What follows belongs to an exercise in optimizing a design on an open flow for small area; a production flow would make more cautious choices.
Function was checked by simulation only, so behaviour that the tests miss may differ from the original.
Power and IR drop assume default switching activity.

==> flow/design.v (excerpt) <==
module pc_rx_deframe #
(
    parameter                       U_DLY = 1
)
(
    input                           clk_sys                     ,
    input                           rst_n                       ,
    input                     [7:0] pc_rx_data                  ,
    input                           pc_rx_data_valid            ,
    output reg                      fdram_wr_en                 ,
    output reg               [11:0] fdram_wr_addr               ,
    output                    [7:0] fdram_wr_data               ,
    output                    [3:0] fififo_wr_en                ,
    output                   [71:0] fififo_wr_data              ,
    output                   [19:0] resp_info                   ,
    output reg                      resp_info_valid
);
==> flow/config.mk <==
export PLATFORM = sky130hd
export DESIGN_NAME = pc_rx_deframe
export DESIGN_NICKNAME = pc_rx_deframe
export VERILOG_FILES = /design/flow/design.v
export SDC_FILE = /design/flow/constraint.sdc
export NUM_CORES = 4
export LEC_CHECK = 0
export CAP_MARGIN = 20
export CORE_MARGIN = 2
export CORE_UTILIZATION = 40
export PLACE_DENSITY = 0.6
export SLEW_MARGIN = 20
export BUFFER_PORTS_ARGS = -buffer_cell sky130_fd_sc_hd__buf_1
export CTS_ARGS = -sink_clustering_enable -repair_clock_nets -buf_list sky130_fd_sc_hd__clkbuf_8 -sink_clustering_size 18 -sink_clustering_max_diameter 60 -dont_use_dummy_load
export POST_FLOORPLAN_TCL = /design/flow/flow/downsize.tcl
==> flow/constraint.sdc <==
create_clock -name core_clock -period 6.0 [get_ports {clk_sys}]
set_input_delay 1.2000 -clock core_clock [delete_from_list [all_inputs] [get_ports {clk_sys}]]
set_output_delay 1.2000 -clock core_clock [all_outputs]
set_load 0.01 [all_outputs]
standard.sh (not shown) runs the stock make flow with config.mk's settings and CLKGATE_MAP_FILE= SYNTH_SCRIPT=/design/flow/synth_recipe.tcl, a recipe that flattens the netlist after the stock synthesis.
==> flow/flow/run.sh <==
#!/bin/bash
# Standard ORFS layout with smaller port buffers, a lighter clock tree and
# combinational cells taken down to their smallest drive after floorplan.
set -euo pipefail
HERE=$(pwd)
cat >> config.mk <<EOC
export BUFFER_PORTS_ARGS = -buffer_cell sky130_fd_sc_hd__buf_1
export CTS_ARGS = -sink_clustering_enable -repair_clock_nets -buf_list sky130_fd_sc_hd__clkbuf_8 -sink_clustering_size 18 -sink_clustering_max_diameter 60 -dont_use_dummy_load
export POST_FLOORPLAN_TCL = $HERE/flow/downsize.tcl
EOC
bash standard.sh finish > flow.log 2>&1
==> flow/flow/downsize.tcl <==
# Swap every combinational cell to the smallest drive strength of the same
# function (the later repair steps size up again where timing needs it).
set dont_use [split $::env(DONT_USE_CELLS)]
set db [ord::get_db]
array set best {}
foreach lib [$db getLibs] {
  foreach m [$lib getMasters] {
    set n [$m getName]
    if {[$m getType] ne "CORE"} { continue }
    if {[lsearch -exact $dont_use $n] >= 0} { continue }
    if {![regexp {^(sky130_fd_sc_hd__[a-z0-9]+)_([0-9]+)$} $n -> base drive]} { continue }
    set a [expr {[$m getWidth] * [$m getHeight]}]
    if {![info exists best($base)] || $a < [lindex $best($base) 0]} {
      set best($base) [list $a $m]
    }
  }
}
set n 0
foreach inst [[ord::get_db_block] getInsts] {
  set m [$inst getMaster]
  set name [$m getName]
  if {![regexp {^(sky130_fd_sc_hd__([a-z0-9]+))_([0-9]+)$} $name -> base short drive]} { continue }
  if {[regexp {^(df|edf|sdf|sedf|dl|conb|tap|fill|decap|clkdly|dlygate)} $short]} { continue }
  if {![info exists best($base)]} { continue }
  set bm [lindex $best($base) 1]
  if {$bm eq $m} { continue }
  if {[lindex $best($base) 0] < [expr {[$m getWidth] * [$m getHeight]}]} {
    $inst swapMaster $bm
    incr n
  }
}
puts "downsize: swapped $n cells"
The starting point finished with timing, DRC and antenna clean.
Change:
- CORE_UTILIZATION: 40 -> 70
- GPL_TIMING_DRIVEN: not set -> 0
- PLACE_DENSITY: 0.6 -> 0.85
Outcome: Final area hardly moves. Area after synthesis does not change. Fmax goes down by 17%. Die area is lower by 42%. Flip-flop and latch count stays the same. Global-route usage went up by 12 points. Final cell count decreases by 7.4%.
Change:
- CAP_MARGIN: 20 -> 0
- CORE_UTILIZATION: 70 -> 40
- GPL_TIMING_DRIVEN: 0 -> not set
- PLACE_DENSITY: 0.85 -> 0.6
- SLEW_MARGIN: 20 -> 0
Effect: Combinational power falls by about 2%. Worst setup slack improves by 0.66 ns. Count of clock-buffer cells in the layout came out higher by 2.
Change:
- CAP_MARGIN: 0 -> 20
- CORE_UTILIZATION: 40 -> 60
- PLACE_DENSITY: 0.6 -> 0.75
- SLEW_MARGIN: 0 -> 20
Result: Via count goes up by a few percent. Area after synthesis is unchanged. Synthesized cell count is unchanged. Cell count came out lower by roughly a tenth. Utilization came out higher by 21 points. Clock-buffer cell count is lower by 2. Fmax drops by roughly a tenth. Total power came out lower slightly. Die area shrinks by a quarter to a third. Non-clock buffer count is lower by 3.

run 1:
Another version of the RTL of pc_rx_deframe (not shown whole).
Size in the first run: roughly 800 cells after synthesis, about 210 flip-flops, ~130 I/O pins, roughly 0.010 mm² of cells after synthesis.
clock: 6.0 ns
lec_check: 0
cap_margin: 20
core_margin: 2
core_utilization: 80
place_density: 0.9
slew_margin: 20
buffer_ports_args: -buffer_cell sky130_fd_sc_hd__buf_1
cts_args: -sink_clustering_enable -repair_clock_nets -buf_list sky130_fd_sc_hd__clkbuf_8 -sink_clustering_size 18 -sink_clustering_max_diameter 60 -dont_use_dummy_load
post_floorplan_tcl: /design/flow/flow/downsize.tcl
Scripts as last shown in full above: flow/flow/run.sh, flow/flow/downsize.tcl
For run 2, these inputs were changed with respect to run 1:
# run 1
export LEC_CHECK = 0
export CAP_MARGIN = 20
export CORE_MARGIN = 2
export CORE_UTILIZATION = 80
export PLACE_DENSITY = 0.9
export SLEW_MARGIN = 20
export BUFFER_PORTS_ARGS = -buffer_cell sky130_fd_sc_hd__buf_1
export CTS_ARGS = -sink_clustering_enable -repair_clock_nets -buf_list sky130_fd_sc_hd__clkbuf_8 -sink_clustering_size 18 -sink_clustering_max_diameter 60 -dont_use_dummy_load
export POST_FLOORPLAN_TCL = /design/flow/flow/downsize.tcl
create_clock -name core_clock -period 6.0 [get_ports {clk_sys}]
# run 2
export LEC_CHECK = 0
export CAP_MARGIN = 20
export CORE_MARGIN = 2
export CORE_UTILIZATION = 65
export PLACE_DENSITY = 0.8
export SLEW_MARGIN = 20
export BUFFER_PORTS_ARGS = -buffer_cell sky130_fd_sc_hd__buf_1
export CTS_ARGS = -sink_clustering_enable -repair_clock_nets -buf_list sky130_fd_sc_hd__clkbuf_8 -sink_clustering_size 18 -sink_clustering_max_diameter 60 -dont_use_dummy_load
export POST_FLOORPLAN_TCL = /design/flow/flow/downsize.tcl
create_clock -name core_clock -period 6.0 [get_ports {clk_sys}]
## What came out
Net switching power down about 3.7% in run 2 wrt run 1. Changes observed in run 2 relative to run 1: instance area at placement higher; non-clock buffer count decreased by 2 relative to the old numbers; worst clock skew shows a reduction of 0.012 ns; total via count after detailed routing saw a decrease. Run 2 and run 1 ended up with roughly the same multi-input combinational area share. Higher minimum hold slack goes to run 1 over run 2.
## Diff of input files: run 3 against run 2
# run 2
export LEC_CHECK = 0
export CAP_MARGIN = 20
export CORE_MARGIN = 2
export CORE_UTILIZATION = 65
export PLACE_DENSITY = 0.8
export SLEW_MARGIN = 20
export BUFFER_PORTS_ARGS = -buffer_cell sky130_fd_sc_hd__buf_1
export CTS_ARGS = -sink_clustering_enable -repair_clock_nets -buf_list sky130_fd_sc_hd__clkbuf_8 -sink_clustering_size 18 -sink_clustering_max_diameter 60 -dont_use_dummy_load
export POST_FLOORPLAN_TCL = /design/flow/flow/downsize.tcl
create_clock -name core_clock -period 6.0 [get_ports {clk_sys}]
# run 3
export LEC_CHECK = 0
export CAP_MARGIN = 20
export CORE_MARGIN = 2
export CORE_UTILIZATION = 40
export PLACE_DENSITY = 0.6
export SLEW_MARGIN = 20
export BUFFER_PORTS_ARGS = -buffer_cell sky130_fd_sc_hd__buf_1
export CTS_ARGS = -sink_clustering_enable -repair_clock_nets -buf_list sky130_fd_sc_hd__clkbuf_8 -sink_clustering_size 18 -sink_clustering_max_diameter 60 -dont_use_dummy_load
export POST_FLOORPLAN_TCL = /design/flow/flow/downsize.tcl
create_clock -name core_clock -period 6.0 [get_ports {clk_sys}]
### Flow results
Run 2 -> run 3: top-level I/O count delta 0, exact match. [compare] base=run 2 new=run 3: die area higher, setup slack now sits higher. Going from run 2 to run 3, clock power grew by a little under 10%. Growth of design area from synthesis to finish ends up lower on run 2. Run 3 vs run 2, capture point of the critical path: lfsr[12]$_DFFE_PP_ vs r[17]$_DFFE_PP_. Post-route clock period utilization in run 3 vs run 2: down 0.46 points. Looking only at overall routed net length, and setting everything else aside, the lower value of run 3 and run 2 goes to run 2. The number of clock-tree buffers in the layout in run 3 was higher than what run 2 gave. Run 3 and run 2 ended up with nearly the same power after layout.
Setup changes, run 3 to run 4
# run 3
export LEC_CHECK = 0
export CAP_MARGIN = 20
export CORE_MARGIN = 2
export CORE_UTILIZATION = 40
export PLACE_DENSITY = 0.6
export SLEW_MARGIN = 20
export BUFFER_PORTS_ARGS = -buffer_cell sky130_fd_sc_hd__buf_1
export CTS_ARGS = -sink_clustering_enable -repair_clock_nets -buf_list sky130_fd_sc_hd__clkbuf_8 -sink_clustering_size 18 -sink_clustering_max_diameter 60 -dont_use_dummy_load
export POST_FLOORPLAN_TCL = /design/flow/flow/downsize.tcl
create_clock -name core_clock -period 6.0 [get_ports {clk_sys}]
# run 4
export LEC_CHECK = 0
export CAP_MARGIN = 20
export CORE_MARGIN = 2
export CORE_UTILIZATION = 40
export CTS_BUF_LIST = sky130_fd_sc_hd__clkbuf_8
export CTS_CLUSTER_DIAMETER = 60
export CTS_CLUSTER_SIZE = 18
export PLACE_DENSITY = 0.6
export SLEW_MARGIN = 20
create_clock -name core_clock -period 6.0 [get_ports {clk_sys}]
==> flow/run.sh (new file) <==
#!/bin/bash
# synth_recipe.tcl (not shown) runs the flow's synth.tcl, then flattens the netlist and writes it again
# the make line also repeats each setting of config.mk as NAME=value (left out here)
make -C /OpenROAD-flow-scripts/flow DESIGN_CONFIG=/design/flow/config.mk WORK_HOME=/design/flow/orfs CLKGATE_MAP_FILE= SYNTH_SCRIPT=/design/flow/synth_recipe.tcl finish
removed: flow/flow/run.sh
removed: flow/flow/downsize.tcl
removed: flow/standard.sh
[summary]
Via count (higher): run 4
Compared with run 3, in run 4 met2 wirelength from detailed routing picked up an extra 7.4%, part of the power in the clock network picked up an extra 3.7 points, inserted tap cell count neither gained nor lost much, core utilization of the finished layout picked up an extra 4.5 points.
Diff run 3 -> run 4: clock slew seen by the registers of the worst setup and hold paths neither gained nor lost much; overall power consumption grew by about 14%; design area went up.
Run 3 vs run 4, source of the critical timing path: pc$_DFFE_PN1P_ vs sr_lo[0]$_DFFE_PN0P_
Fmax was higher in the run labelled run 4.
Run 4 ended up with reg2out as its worst setup path category; run 3 ended up with reg2reg.
Diff run 3 -> run 4: layout filler cell count went down by 6.8%; final worst slack went up by 0.30 ns.

-- port drivers added, routing unchanged --
In the flow no input, the clock included, has a driving cell. The finished layouts below were timed again as built, in two steps.
Step 1 sets driving cells, clkbuf_16 on the clock port and buf_2 on the other inputs (assumed; they add their load-dependent delay and slew).
Step 2, shift: input delay + t, output delay - t, t = (earliest + latest rising clock arrival at the registers) / 2. This alone moves slack from input paths to output paths.
Slacks: no drivers / after step 1 / after step 2; pairs: no drivers / after step 1.
| run | t, ns | setup slack, ns | worst setup path at the end |
|---|---|---|---|
| the first run of note 1 | 0.547 | 2.796 / 2.796 / 2.672 | input to register |
| the second run of note 1 | 0.522 | 2.137 / 2.136 / 1.615 | input to register |
| the third run of note 1 | 0.547 | 2.796 / 2.796 / 2.672 | input to register |
| the fourth run of note 1 | 0.534 | 2.432 / 2.448 / 1.914 | input to register |
| run 1 | 0.536 | 2.803 / 2.803 / 2.705 | input to register |
| run 2 | 0.522 | 2.558 / 2.566 / 2.043 | input to register |
| run 3 | 0.528 | 2.586 / 2.586 / 2.094 | input to register |
| run 4 | 0.567 | 2.887 / 2.845 / 2.419 | input to register |
After both steps every run listed still meets setup and hold. The setup slack of the second run of note 1, which loses most, moves by -0.001 ns with the drivers and by -0.522 ns with both steps.
